Source: an optimization exercise on an open RTL-to-GDS flow (aim: small area, a short achievable clock period and few clock cycles). Production flows keep margins and buffers that such runs may drop.
In this exercise RTL edits were held to simulation tests only and were not proved equivalent to the original.
No activity file was given, so power comes from the tool's default toggle rates.

==> willow: inputs <==
==> flow/design.v (excerpt) <==
module elc3_core
(
    input   logic           clk,
    input   logic           reset,
    input   logic           run,
    input   logic           cont,
    input   logic           step,
    input   logic   [15:0]  start_pc,
    output  logic           halted,
    output  logic           paused,
    output  logic           invalid_op,
    output  logic   [15:0]  pc,
    output  logic   [15:0]  ir,
    output  logic   [15:0]  mem_addr,
    output  logic           mem_oe,
    output  logic           mem_we,
    output  logic   [15:0]  mem_wdata,
    input   logic   [15:0]  mem_rdata,
    input   logic   [7:0]   key_data,
    input   logic           key_valid,
    input   logic           disp_ready,
    output  logic           disp_we,
    output  logic   [7:0]   disp_data
);
    logic s_halt, s_f, s_e, s_p, s_ml, s_ms, s_mi, s_mt, s_inv;
    logic n_halt, n_f, n_e, n_p, n_ml, n_ms, n_mi, n_mt, n_inv;
    logic [15:0] PC, A, IR, WD;
    logic [7:0][15:0] R;
    logic N, Z, P;
    assign P = ~N & ~Z;
    logic [2:0] pdr;         
    logic       pst;         
    logic       oe, we, dwe, haltf;
    logic [1:0] rsel;        
    logic io_hi, io_kbsr, io_kbdr, io_dsr, io_ddr, io_halt, io_any;
    assign io_hi   = A[15:9] == 7'h7F;
    assign io_kbsr = io_hi & A[8:0] == 9'h000;
    assign io_kbdr = io_hi & A[8:0] == 9'h002;
  ...
Settings: LEC_CHECK=0, ABC_AREA=1, CAP_MARGIN=20, CORE_MARGIN=2, CORE_UTILIZATION=40, PLACE_DENSITY=0.6, SLEW_MARGIN=20, TNS_END_PERCENT=100; clock period 10.0 ns.
standard.sh (not shown) runs the stock make flow with config.mk's settings and CLKGATE_MAP_FILE= SYNTH_SCRIPT=/design/flow/synth_recipe.tcl, a recipe that flattens the netlist after the stock synthesis.
==> flow/flow/run.sh <==
#!/bin/bash
set -euo pipefail
export SETUP_SLACK_MARGIN=6.5
export BUFFER_PORTS_ARGS="-buffer_cell sky130_fd_sc_hd__buf_4"
bash standard.sh > standard.log 2>&1
==> harbor: changes against willow <==
--- a/flow/design.v
+++ b/flow/design.v
@@ -1258,22 +1258,16 @@
     assign o_ldi  = op == 4'd10;
     assign o_sti  = op == 4'd11;
     assign o_jmp  = op == 4'd12;
     assign o_mul  = op == 4'd13;
     assign o_lea  = op == 4'd14;
     assign o_trap = op == 4'd15;
-    logic [7:0]  sr1h, sr2h;     
+    logic [2:0]  sr2a;       
     logic [15:0] sr1, sr2, op2;
-    always_comb begin
-        sr1 = 16'd0;
-        sr2 = 16'd0;
-        for (int i = 0; i < 8; i++) begin
-            sr1 = sr1 | ({16{sr1h[i]}} & R[i]);
-            sr2 = sr2 | ({16{sr2h[i]}} & R[i]);
-        end
-    end
+    assign sr1  = R[IR[8:6]];
+    assign sr2  = R[sr2a];
     assign op2  = IR[5] ? {{11{IR[4]}}, IR[4:0]} : sr2;
     logic        pd_base_sr1, pd_sr2;
     logic [15:0] base, offs, immv, sum;
     logic [3:0]  pd_imm;     
     assign immv = ({16{pd_imm[0]}} & {{11{IR[4]}}, IR[4:0]}) |
                   ({16{pd_imm[1]}} & {{10{IR[5]}}, IR[5:0]}) |
@@ -1316,25 +1310,15 @@
     assign sel_not = s_e & o_not & ~reset;
     assign sel_mul = s_e & o_mul & ~reset;
     assign sel_pc  = s_e & (o_jsr | o_trap) & ~reset;
     assign sel_sum = s_e & (o_add | o_lea) & ~reset;
     assign eres = ({16{sel_and}} & andv) | ({16{sel_not}} & ~sr1) |
                   ({16{sel_mul}} & prod) | ({16{sel_pc}} & PC);
-    logic z_sum, z_and, z_not, z_mul, z_ld, z_n;
+    logic z_sum, z_oth;
     assign z_sum = &(~(a_xor_b ^ {a_or_b[14:0], 1'b0}));    
-    assign z_and = ~|andv;
-    assign z_not = &sr1;
-    assign z_mul = ~|prod;
-    assign z_ld  = ~|mem_in;
-    always_comb begin
-        if (s_ml)                   z_n = z_ld;
-        else if (o_and)             z_n = z_and;
-        else if (o_not)             z_n = z_not;
-        else if (o_mul)             z_n = z_mul;
-        else                        z_n = z_sum;
-    end
+    assign z_oth = ~|(eres | ({16{sel_ld}} & mem_in));
     logic ben;
     assign ben = (IR[11] & N) | (IR[10] & Z) | (IR[9] & P);
     logic e_mem, e_redirect, e_wr, e_cc;
     assign e_mem      = o_ld | o_st | o_ldr | o_str | o_ldi | o_sti;
     assign e_redirect = (o_br & ben) | o_jmp | (o_jsr & (IR[11] | IR[8:6] != 3'd7));
     assign e_wr       = o_add | o_and | o_not | o_mul | o_lea | o_jsr | o_trap;
@@ -1346,76 +1330,86 @@
     assign cc_en = (s_e & e_cc & (~o_mul | mlast)) | s_ml;
     assign wr_a  = s_ml ? pdr : ((o_jsr | o_trap) ? 3'd7 : IR[11:9]);
     assign wr_d  = eres | ({16{sel_ld}} & mem_in) | ({16{sel_sum}} & sum);
     logic [15:0] PC1;
     inc16 u_inc (.a(PC), .s(PC1));
     logic [15:0] nA, nPC;
+    logic refetch;
+    logic a_start, a_pc1, a_sum, a_pc, a_min, a_vect, a_hold;
+    assign refetch = A == PC;
+    assign a_start = s_halt;
+    assign a_pc1   = (s_f & ~run) | s_ml | (s_ms & ~haltf & ~refetch) |
+                     (s_e & ~o_rti & ~o_trap & ~e_mem & ~e_redirect & (~o_mul | mlast));
+    assign a_sum   = s_e & ~o_rti & ~o_trap & (e_mem | e_redirect);
+    assign a_pc    = s_ms & ~haltf & refetch;
+    assign a_min   = s_mi | s_mt;
+    assign a_vect  = s_e & o_trap;
+    assign a_hold  = ~(a_start | a_pc1 | a_sum | a_pc | a_min | a_vect);
+    assign nPC = ({16{a_start}} & start_pc) | ({16{a_pc1}} & PC1) |
+                 ({16{a_sum & e_redirect}} & sum) | ({16{s_mt}} & mem_in);
+    assign nA = ({16{a_start}} & start_pc) | ({16{a_pc1}} & PC1) | ({16{a_sum}} & sum) |
+                ({16{a_pc}} & PC) | ({16{a_min}} & mem_in) | ({16{a_vect}} & {8'd0, IR[7:0]}) |
+                ({16{a_hold}} & A);
     logic        ld_ir, ld_pc;
     always_comb begin
         n_halt = 1'b0; n_f = 1'b0; n_e = 1'b0; n_p = 1'b0; n_ml = 1'b0;
         n_ms = 1'b0; n_mi = 1'b0; n_mt = 1'b0; n_inv = 1'b0;
-        nA = A;
-        nPC = PC1;
         ld_ir = 1'b0;
         ld_pc = 1'b0;
         if (s_halt) begin
-            nA = start_pc; nPC = start_pc; ld_pc = 1'b1;
+            ld_pc = 1'b1;
             if (run) n_f = 1'b1; else n_halt = 1'b1;
         end
         if (s_f) begin
             ld_ir = 1'b1;
             if (run) n_f = 1'b1;
             else begin
-                nA = PC1; ld_pc = 1'b1;
+                ld_pc = 1'b1;
                 if (step) n_p = 1'b1; else n_e = 1'b1;
             end
         end
         if (s_p) begin
             if (cont) n_e = 1'b1; else n_p = 1'b1;
         end
         if (s_e) begin
             if (o_rti) n_inv = 1'b1;
             else if (o_trap) begin
-                nA = {8'd0, IR[7:0]};
                 n_mt = 1'b1;
             end else if (e_mem) begin
-                nA = sum;
                 ld_ir = 1'b1;
                 if (o_ldi | o_sti) n_mi = 1'b1;
                 else if (o_ld | o_ldr) n_ml = 1'b1;
                 else n_ms = 1'b1;
             end else if (e_redirect) begin
-                nA = sum; nPC = sum; ld_pc = 1'b1;
+                ld_pc = 1'b1;
                 n_f = 1'b1;
             end else if (o_mul & ~mlast) begin
                 n_e = 1'b1;
             end else begin
-                nA = PC1; ld_pc = 1'b1; ld_ir = 1'b1;
+                ld_pc = 1'b1; ld_ir = 1'b1;
                 if (step) n_p = 1'b1; else n_e = 1'b1;
             end
         end
         if (s_ml) begin
-            nA = PC1; ld_pc = 1'b1;
+            ld_pc = 1'b1;
             if (step) n_p = 1'b1; else n_e = 1'b1;
         end
         if (s_ms) begin
             if (haltf) n_halt = 1'b1;
-            else if (A == PC) begin
-                nA = PC;     
-                n_f = 1'b1;
+            else if (refetch) begin
+                n_f = 1'b1;      
             end else begin
-                nA = PC1; ld_pc = 1'b1;
+                ld_pc = 1'b1;
                 if (step) n_p = 1'b1; else n_e = 1'b1;
             end
         end
         if (s_mi) begin
-            nA = mem_in;
             if (pst) n_ms = 1'b1; else n_ml = 1'b1;
         end
         if (s_mt) begin
-            nA = mem_in; nPC = mem_in; ld_pc = 1'b1;
+            ld_pc = 1'b1;
             n_f = 1'b1;
         end
         if (s_inv) begin
             if (cont) n_halt = 1'b1; else n_inv = 1'b1;
         end
     end
@@ -1428,14 +1422,13 @@
             s_ms <= n_ms; s_mi <= n_mi; s_mt <= n_mt; s_inv <= n_inv;
         end
         A <= nA;
         if (ld_pc) PC <= nPC;
         if (ld_ir) begin
             IR   <= mem_in;
-            sr1h <= 8'd1 << mem_in[8:6];
-            sr2h <= 8'd1 << ((mem_in[13] & mem_in[12]) ? mem_in[11:9] : mem_in[2:0]);
+            sr2a <= (mem_in[13] & mem_in[12]) ? mem_in[11:9] : mem_in[2:0];
             pd_sr2 <= mem_in[15:12] == 4'd1 && !mem_in[5];
             pd_imm[0] <= mem_in[15:12] == 4'd1;
             pd_imm[1] <= mem_in[15:12] == 4'd6 || mem_in[15:12] == 4'd7;
             pd_imm[2] <= mem_in[15:12] != 4'd1 && mem_in[15:12] != 4'd6 &&
                          mem_in[15:12] != 4'd7 && mem_in[15:12] != 4'd4 &&
                          mem_in[15:12] != 4'd12;
@@ -1456,13 +1449,13 @@
     end
     always_ff @(posedge clk) begin
         if (s_halt) begin
             N <= 1'b0; Z <= 1'b1;
         end else if (cc_en) begin
             N <= wr_d[15];
-            Z <= z_n;
+            Z <= sel_sum ? z_sum : z_oth;
         end
     end
     logic [15:0] wr_d0;
     assign wr_d0 = wr_d;     
     genvar gi;
     generate
==> flow/flow/run.sh (replaced) <==
#!/bin/bash
set -euo pipefail
export SETUP_SLACK_MARGIN=5.6
export BUFFER_PORTS_ARGS="-buffer_cell sky130_fd_sc_hd__buf_2"
bash standard.sh > standard.log 2>&1
==> flow/config.mk (replaced) <==
export PLATFORM = sky130hd
export DESIGN_NAME = elc3_core
export DESIGN_NICKNAME = elc3_core
export VERILOG_FILES = /design/flow/design.v
export SDC_FILE = /design/flow/constraint.sdc
export NUM_CORES = 4
export LEC_CHECK = 0
export ABC_AREA = 1
export CAP_MARGIN = 20
export CORE_MARGIN = 2
export CORE_UTILIZATION = 55
export PLACE_DENSITY = 0.72
export SLEW_MARGIN = 20
export TNS_END_PERCENT = 0
==> juniper: changes against willow <==
--- a/flow/design.v
+++ b/flow/design.v
@@ -1258,22 +1258,16 @@
     assign o_ldi  = op == 4'd10;
     assign o_sti  = op == 4'd11;
     assign o_jmp  = op == 4'd12;
     assign o_mul  = op == 4'd13;
     assign o_lea  = op == 4'd14;
     assign o_trap = op == 4'd15;
-    logic [7:0]  sr1h, sr2h;     
+    logic [2:0]  sr2a;       
     logic [15:0] sr1, sr2, op2;
-    always_comb begin
-        sr1 = 16'd0;
-        sr2 = 16'd0;
-        for (int i = 0; i < 8; i++) begin
-            sr1 = sr1 | ({16{sr1h[i]}} & R[i]);
-            sr2 = sr2 | ({16{sr2h[i]}} & R[i]);
-        end
-    end
+    assign sr1  = R[IR[8:6]];
+    assign sr2  = R[sr2a];
     assign op2  = IR[5] ? {{11{IR[4]}}, IR[4:0]} : sr2;
     logic        pd_base_sr1, pd_sr2;
     logic [15:0] base, offs, immv, sum;
     logic [3:0]  pd_imm;     
     assign immv = ({16{pd_imm[0]}} & {{11{IR[4]}}, IR[4:0]}) |
                   ({16{pd_imm[1]}} & {{10{IR[5]}}, IR[5:0]}) |
@@ -1316,25 +1310,15 @@
     assign sel_not = s_e & o_not & ~reset;
     assign sel_mul = s_e & o_mul & ~reset;
     assign sel_pc  = s_e & (o_jsr | o_trap) & ~reset;
     assign sel_sum = s_e & (o_add | o_lea) & ~reset;
     assign eres = ({16{sel_and}} & andv) | ({16{sel_not}} & ~sr1) |
                   ({16{sel_mul}} & prod) | ({16{sel_pc}} & PC);
-    logic z_sum, z_and, z_not, z_mul, z_ld, z_n;
+    logic z_sum, z_oth;
     assign z_sum = &(~(a_xor_b ^ {a_or_b[14:0], 1'b0}));    
-    assign z_and = ~|andv;
-    assign z_not = &sr1;
-    assign z_mul = ~|prod;
-    assign z_ld  = ~|mem_in;
-    always_comb begin
-        if (s_ml)                   z_n = z_ld;
-        else if (o_and)             z_n = z_and;
-        else if (o_not)             z_n = z_not;
-        else if (o_mul)             z_n = z_mul;
-        else                        z_n = z_sum;
-    end
+    assign z_oth = ~|(eres | ({16{sel_ld}} & mem_in));
     logic ben;
     assign ben = (IR[11] & N) | (IR[10] & Z) | (IR[9] & P);
     logic e_mem, e_redirect, e_wr, e_cc;
     assign e_mem      = o_ld | o_st | o_ldr | o_str | o_ldi | o_sti;
     assign e_redirect = (o_br & ben) | o_jmp | (o_jsr & (IR[11] | IR[8:6] != 3'd7));
     assign e_wr       = o_add | o_and | o_not | o_mul | o_lea | o_jsr | o_trap;
@@ -1346,76 +1330,86 @@
     assign cc_en = (s_e & e_cc & (~o_mul | mlast)) | s_ml;
     assign wr_a  = s_ml ? pdr : ((o_jsr | o_trap) ? 3'd7 : IR[11:9]);
     assign wr_d  = eres | ({16{sel_ld}} & mem_in) | ({16{sel_sum}} & sum);
     logic [15:0] PC1;
     inc16 u_inc (.a(PC), .s(PC1));
     logic [15:0] nA, nPC;
+    logic refetch;
+    logic a_start, a_pc1, a_sum, a_pc, a_min, a_vect, a_hold;
+    assign refetch = A == PC;
+    assign a_start = s_halt;
+    assign a_pc1   = (s_f & ~run) | s_ml | (s_ms & ~haltf & ~refetch) |
+                     (s_e & ~o_rti & ~o_trap & ~e_mem & ~e_redirect & (~o_mul | mlast));
+    assign a_sum   = s_e & ~o_rti & ~o_trap & (e_mem | e_redirect);
+    assign a_pc    = s_ms & ~haltf & refetch;
+    assign a_min   = s_mi | s_mt;
+    assign a_vect  = s_e & o_trap;
+    assign a_hold  = ~(a_start | a_pc1 | a_sum | a_pc | a_min | a_vect);
+    assign nPC = ({16{a_start}} & start_pc) | ({16{a_pc1}} & PC1) |
+                 ({16{a_sum & e_redirect}} & sum) | ({16{s_mt}} & mem_in);
+    assign nA = ({16{a_start}} & start_pc) | ({16{a_pc1}} & PC1) | ({16{a_sum}} & sum) |
+                ({16{a_pc}} & PC) | ({16{a_min}} & mem_in) | ({16{a_vect}} & {8'd0, IR[7:0]}) |
+                ({16{a_hold}} & A);
     logic        ld_ir, ld_pc;
     always_comb begin
         n_halt = 1'b0; n_f = 1'b0; n_e = 1'b0; n_p = 1'b0; n_ml = 1'b0;
         n_ms = 1'b0; n_mi = 1'b0; n_mt = 1'b0; n_inv = 1'b0;
-        nA = A;
-        nPC = PC1;
         ld_ir = 1'b0;
         ld_pc = 1'b0;
         if (s_halt) begin
-            nA = start_pc; nPC = start_pc; ld_pc = 1'b1;
+            ld_pc = 1'b1;
             if (run) n_f = 1'b1; else n_halt = 1'b1;
         end
         if (s_f) begin
             ld_ir = 1'b1;
             if (run) n_f = 1'b1;
             else begin
-                nA = PC1; ld_pc = 1'b1;
+                ld_pc = 1'b1;
                 if (step) n_p = 1'b1; else n_e = 1'b1;
             end
         end
         if (s_p) begin
             if (cont) n_e = 1'b1; else n_p = 1'b1;
         end
         if (s_e) begin
             if (o_rti) n_inv = 1'b1;
             else if (o_trap) begin
-                nA = {8'd0, IR[7:0]};
                 n_mt = 1'b1;
             end else if (e_mem) begin
-                nA = sum;
                 ld_ir = 1'b1;
                 if (o_ldi | o_sti) n_mi = 1'b1;
                 else if (o_ld | o_ldr) n_ml = 1'b1;
                 else n_ms = 1'b1;
             end else if (e_redirect) begin
-                nA = sum; nPC = sum; ld_pc = 1'b1;
+                ld_pc = 1'b1;
                 n_f = 1'b1;
             end else if (o_mul & ~mlast) begin
                 n_e = 1'b1;
             end else begin
-                nA = PC1; ld_pc = 1'b1; ld_ir = 1'b1;
+                ld_pc = 1'b1; ld_ir = 1'b1;
                 if (step) n_p = 1'b1; else n_e = 1'b1;
             end
         end
         if (s_ml) begin
-            nA = PC1; ld_pc = 1'b1;
+            ld_pc = 1'b1;
             if (step) n_p = 1'b1; else n_e = 1'b1;
         end
         if (s_ms) begin
             if (haltf) n_halt = 1'b1;
-            else if (A == PC) begin
-                nA = PC;     
-                n_f = 1'b1;
+            else if (refetch) begin
+                n_f = 1'b1;      
             end else begin
-                nA = PC1; ld_pc = 1'b1;
+                ld_pc = 1'b1;
                 if (step) n_p = 1'b1; else n_e = 1'b1;
             end
         end
         if (s_mi) begin
-            nA = mem_in;
             if (pst) n_ms = 1'b1; else n_ml = 1'b1;
         end
         if (s_mt) begin
-            nA = mem_in; nPC = mem_in; ld_pc = 1'b1;
+            ld_pc = 1'b1;
             n_f = 1'b1;
         end
         if (s_inv) begin
             if (cont) n_halt = 1'b1; else n_inv = 1'b1;
         end
     end
@@ -1428,14 +1422,13 @@
             s_ms <= n_ms; s_mi <= n_mi; s_mt <= n_mt; s_inv <= n_inv;
         end
         A <= nA;
         if (ld_pc) PC <= nPC;
         if (ld_ir) begin
             IR   <= mem_in;
-            sr1h <= 8'd1 << mem_in[8:6];
-            sr2h <= 8'd1 << ((mem_in[13] & mem_in[12]) ? mem_in[11:9] : mem_in[2:0]);
+            sr2a <= (mem_in[13] & mem_in[12]) ? mem_in[11:9] : mem_in[2:0];
             pd_sr2 <= mem_in[15:12] == 4'd1 && !mem_in[5];
             pd_imm[0] <= mem_in[15:12] == 4'd1;
             pd_imm[1] <= mem_in[15:12] == 4'd6 || mem_in[15:12] == 4'd7;
             pd_imm[2] <= mem_in[15:12] != 4'd1 && mem_in[15:12] != 4'd6 &&
                          mem_in[15:12] != 4'd7 && mem_in[15:12] != 4'd4 &&
                          mem_in[15:12] != 4'd12;
@@ -1456,13 +1449,13 @@
     end
     always_ff @(posedge clk) begin
         if (s_halt) begin
             N <= 1'b0; Z <= 1'b1;
         end else if (cc_en) begin
             N <= wr_d[15];
-            Z <= z_n;
+            Z <= sel_sum ? z_sum : z_oth;
         end
     end
     logic [15:0] wr_d0;
     assign wr_d0 = wr_d;     
     genvar gi;
     generate
==> flow/flow/run.sh (replaced) <==
#!/bin/bash
set -euo pipefail
export SETUP_SLACK_MARGIN=6.0
export BUFFER_PORTS_ARGS="-buffer_cell sky130_fd_sc_hd__buf_2"
bash standard.sh > standard.log 2>&1
==> summary.txt <==
| metric | harbor | willow | juniper |
|---|---|---|---|
| Dpl cell area | 15600 µm² | 17300 µm² | 15800 µm² |
| Sequential fraction of design power | 41.9% | 34.3% | 38.8% |
| Non-clock buffers, area share | 6.93% | 16.5% | 9.84% |
| Area of the multi-input gates | 7190 µm² | 9690 µm² | 7600 µm² |
| CP Max Fanout | 11 | 7 | 19 |
| Yosys reg bits | 220 | 233 | 220 |
| Cell area after technology mapping | 14800 µm² | 15900 µm² | 14800 µm² |
| Net Count, Synth | 2009 | 2113 | 2009 |
| Placed wire-length estimate | 36.6 mm | 48.6 mm | 39.9 mm |
| Total power divided by cell area | 155 nW/µm² | 152 nW/µm² | 155 nW/µm² |
| Largest net degree at the start of global routing | 93 | 44 | 47 |
| Utilization of the core after routing | 63.9% | 58.0% | 50.4% |
| Kind of launch point of the worst setup path | input port | flip-flop | flip-flop |
| Number of enable-type register cells in the synthesized netlist | 189 | 202 | 189 |
| Total die area | 28200 µm² | 41400 µm² | 38600 µm² |
| Power in the clock group | 867 µW | 1.01 mW | 967 µW |
| Result of the run | finished clean | finished clean | finished clean |
| Static leakage | 7.62 nW | 9.84 nW | 8.11 nW |
| Post-DR vias/cell | 6.21 | 5.96 | 5.84 |
| Number of cells on the worst hold path | 1 | 1 | 2 |
| Area delta synth->final | 15.3% | 43.7% | 24.3% |
| Fraction of standard cell area in multi-input logic | 42.1% | 42.3% | 41.3% |
| PnR worst setup slack | 5.71 ns | 5.76 ns | 5.75 ns |
Testbench counts of willow, summed over its fixed seeds: cycles 232,092.
Testbench counts of harbor, summed over its fixed seeds: cycles 232,092.
Testbench counts of juniper, summed over its fixed seeds: cycles 232,092.

## port drivers added, routing unchanged
The results above use ideal ports. As a check the final layouts listed here were re-extracted and re-timed, cells and wires unchanged. Step 1 sets driving cells, clkbuf_16 on the clock port and buf_2 on the other inputs (assumed; they add their load-dependent delay and slew). Step 2 times the ports against the registers' clock, not the clock port: input delays grow and output delays shrink by t, the midpoint of the rising clock arrivals with the driver on. Three values: ideal ports, drivers, drivers and shift; two values: the first two.
| run | t (ns) | setup WS [ns] | cell pins on the clock port's net |
|---|---|---|---|
| willow | 0.635 | 5.765 / 5.765 / 5.659 | 1 |
| harbor | 0.607 | 5.710 / 5.741 / 5.139 | 1 |
| juniper | 0.601 | 5.752 / 5.752 / 5.236 | 1 |
After both steps setup and hold are still met in every run listed. The setup slack of harbor, which loses most, moves by +0.031 ns with the drivers and by -0.571 ns with both steps.
